This is an optimization exercise on Yosys and OpenROAD, whose aim is small area and a short achievable clock period, not a production implementation. Function was checked by simulation only, so behaviour that the tests miss may differ from the original. No activity file was given, so power comes from the tool's default toggle rates.

== willow ==
==> flow/design.v <==
module softplus8_pla (
    input  wire clk,
    input  wire rst,
    input  wire signed [15:0] x,
    output wire [15:0] y
);
  wire neg0 = x[15];
  wire tz0 = ~|x[6:0];
  wire [3:0] am0 = x[10:7] ^ {4{neg0}};
  wire big0 = neg0 ? ~&x[14:11] : |x[14:11];
  wire pos0 = ~neg0;                                         
  wire ge9 = am0[3] & (am0[2] | am0[1] | am0[0]);
  wire seg70 = ~neg0 & (big0 | ge9);                         
  wire zero0 = neg0 & (big0 | (am0[3] & am0[2]) | (am0 == 4'd11 & tz0));   
  wire [2:0] jh0 = (big0 | ge9) ? 3'd0 :
                   {am0 <= 4'd2, am0 >= 4'd3 & am0 <= 4'd5, am0 >= 4'd6};    
  wire inc0 = tz0 & ~big0 & (neg0 ? (am0 == 4'd2 | am0 == 4'd5) : am0 == 4'd9);
  wire dec0 = tz0 & ~big0 & (neg0 ? am0 == 4'd8 : (am0 == 4'd3 | am0 == 4'd6));
  wire [7:0] u0 = pos0 ? 8'd128 - {1'b0, x[6:0]} : {1'b0, x[6:0]};
  wire [7:0] K0;
  assign K0[0] = (~am0[0] & am0[1]) | (~am0[2] & ~am0[3]) | (am0[1] & am0[3]) | (~am0[0] & ~am0[2]) | (am0[0] & ~am0[1] & am0[2]);
  assign K0[1] = (~am0[0] & ~am0[3]) | (am0[1] & ~am0[2]);
  assign K0[2] = (~am0[1] & ~am0[2]) | (am0[0] & ~am0[2] & ~am0[3]) | (am0[0] & ~am0[1]);
  assign K0[3] = (am0[0] & ~am0[1] & ~am0[3]) | (am0[2]);
  assign K0[4] = (am0[0] & ~am0[1] & ~am0[2] & ~am0[3]) | (~am0[0] & am0[1] & ~am0[2] & ~am0[3]) | (~am0[0] & ~am0[1] & am0[2]);
  assign K0[5] = (am0[1] & ~am0[2] & ~am0[3]);
  assign K0[6] = (am0[0] & ~am0[1] & ~am0[2] & ~am0[3]);
  assign K0[7] = (~am0[0] & ~am0[1] & ~am0[2] & ~am0[3]);
  wire nz0 = ~tz0 | x[7];
  reg [14:7] xh1;
  reg [7:0] u1;
  reg [7:0] K1;
  reg [2:0] jh1;
  reg pos1, seg71, zero1, nz1, ci1, dec1;
  wire [13:0] w = {6'd0, u1};
  wire [13:0] rA = jh1[2] ? w << 5 : jh1[1] ? w << 3 : jh1[0] ? w << 1 : seg71 ? {~xh1[14:8], 7'd0} : 14'd0;
  wire [13:0] rB = jh1[2] ? w << 3 : jh1[1] ? w << 2 : jh1[0] ? w : 14'd0;
  wire [13:0] rC = jh1[2] ? w << 1 : jh1[1] ? w : 14'd0;
  wire [13:0] s1 = rA ^ rB ^ rC;
  wire [13:0] c1 = ((rA & rB) | (rA & rC) | (rB & rC)) << 1;
  wire [7:0] lo = {1'b0, s1[6:0]} + {1'b0, c1[6:0]};
  wire usep = pos1 | seg71;
  wire [9:0] Pl = dec1 ? {{3{~(usep & xh1[7])}}, 7'h7f} :
                  usep ? {2'b0, xh1[7], ~u1[6:0] & {7{~u1[7]}}} : 10'd0;
  wire [9:0] Ke = zero1 ? 10'd0 : seg71 ? (nz1 ? -10'sd119 : -10'sd118) : {2'b0, K1};
  wire [9:0] PK = Pl + Ke + {9'd0, ci1};
  reg [6:0] ph2;
  reg [9:0] PK2;
  reg [6:0] S2, C2;
  reg c72;
  wire [9:0] sl = PK2 + {3'd0, S2} + {3'd0, C2} + {9'd0, c72};
  reg [7:0] fl3;
  reg [6:0] ph3;
  reg [1:0] d3;
  wire [6:0] fh = ph3 + {{5{d3[1]}}, d3};
  reg [14:0] f4;
  always @(posedge clk) begin
    xh1 <= x[14:7]; u1 <= u0; jh1 <= jh0; K1 <= K0;
    pos1 <= pos0; seg71 <= seg70; zero1 <= zero0; nz1 <= nz0; dec1 <= dec0;
    ci1 <= tz0 ? inc0 : pos0;
    ph2 <= usep ? xh1[14:8] : 7'd0; PK2 <= PK; S2 <= s1[13:7]; C2 <= c1[13:7]; c72 <= lo[7];
    fl3 <= sl[7:0]; ph3 <= ph2; d3 <= sl[9:8];
  end
  always @(posedge clk or posedge rst)
    if (rst) f4 <= 15'd0;
    else f4 <= {fh, fl3};
  assign y = {1'b0, f4};
endmodule
==> flow/config.mk <==
export PLATFORM = sky130hd
export DESIGN_NAME = softplus8_pla
export DESIGN_NICKNAME = softplus8_pla
export VERILOG_FILES = /design/flow/design.v
export SDC_FILE = /design/flow/constraint.sdc
export NUM_CORES = 4
export LEC_CHECK = 0
export CAP_MARGIN = 20
export CORE_MARGIN = 2
export CORE_UTILIZATION = 70
export SETUP_SLACK_MARGIN = 3.2
export SLEW_MARGIN = 20
==> flow/constraint.sdc <==
create_clock -name core_clock -period 5.5 [get_ports {clk}]
set_input_delay 1.1000 -clock core_clock [delete_from_list [all_inputs] [get_ports {clk}]]
set_output_delay 1.1000 -clock core_clock [all_outputs]
set_load 0.01 [all_outputs]
standard.sh (not shown) runs the stock make flow with config.mk's settings and CLKGATE_MAP_FILE= SYNTH_SCRIPT=/design/flow/synth_recipe.tcl, a recipe that flattens the netlist after the stock synthesis.
==> flow/flow/run.sh <==
#!/bin/bash
set -o pipefail
cp standard.sh standard_copy.log
export BUFFER_PORTS_ARGS="-buffer_cell sky130_fd_sc_hd__buf_2"
bash standard.sh > standard.log 2>&1
Having completed the whole flow, willow delivered a layout that passed the timing, design-rule and antenna checks.
#### Input delta (tundra over willow)
- changing SETUP_SLACK_MARGIN from 3.2 to 3.0
==> comparison <==
As far as depth of the most critical reg-to-reg path goes, tundra and willow are indistinguishable; the numbers are identical. Per the comparison of tundra with willow, power share of the combinational group moved down; final design instance area without fill moved down; worst hold margin level; sequential area share after synthesis level; post-route clock period utilization moved up. tundra ran to completion and came out clean on the timing, design-rule and antenna checks. Summary of the comparison: area overhead of the layout relative to synthesis is lower in tundra, relative to willow. In the reports for tundra and willow, the smaller number of non-clock buffers in the layout belongs to tundra. Per the comparison of tundra with willow, cell area after placement stayed essentially flat; die area held.
Relative to tundra, the following input files were edited for sierra:
- SETUP_SLACK_MARGIN: 3.0 -> 3.2
- ABC_AREA: unset -> 1
--- outcome ---
Relative to tundra, total number of vias has gone up in sierra. Power density over the cells: lower on sierra. Standard cell core area (sierra over tundra): increase, 36 sq um. Diff tundra -> sierra: synthesized cell count up about 17%; maximum number of pins on one net before global-route repair went down. Between sierra and tundra, the core utilization does not differ in any meaningful way.
diff inputs: sierra => garnet
- SETUP_SLACK_MARGIN now 3.1, was 3.2
- ABC_AREA no longer set, was 1
## What came out
When garnet is set beside sierra, its reported sequential group power turns out to be about 0.9% larger. Going from sierra to garnet, ratio of routed vias to standard cells grows by about 7%. Fraction of power consumed by combinational cells: garnet > sierra. The met1 usage number comes out lower for garnet vs sierra.

static timing again, ports no longer ideal:
In the flow no input, the clock included, has a driving cell. The finished layouts below were timed again as built, in two steps. Step 1, drivers: a clkbuf_16 drives clk and a buf_2 each remaining input, both assumed. Step 2 times the ports against the registers' clock, not the clock port: input delays grow and output delays shrink by t, the midpoint of the rising clock arrivals with the driver on. Three values: ideal, step 1, step 2; two values: the first two.
run	shift t [ns]	setup WS [ns]	hold slack, ns	worst slew at a driven data input, ns
willow	0.378	3.175 / 3.175 / 2.887	0.331 / 0.331 / 0.331	0.03
tundra	0.386	3.064 / 3.064 / 2.841	0.333 / 0.333 / 0.333	0.03
sierra	0.380	3.266 / 3.266 / 3.056	0.333 / 0.333 / 0.333	0.03
garnet	0.385	3.137 / 3.137 / 2.862	0.331 / 0.331 / 0.331	0.03
After both steps every run listed still meets setup and hold. For willow, which loses most, drivers alone change the setup slack by 0.000 ns; drivers and shift together by -0.288 ns.
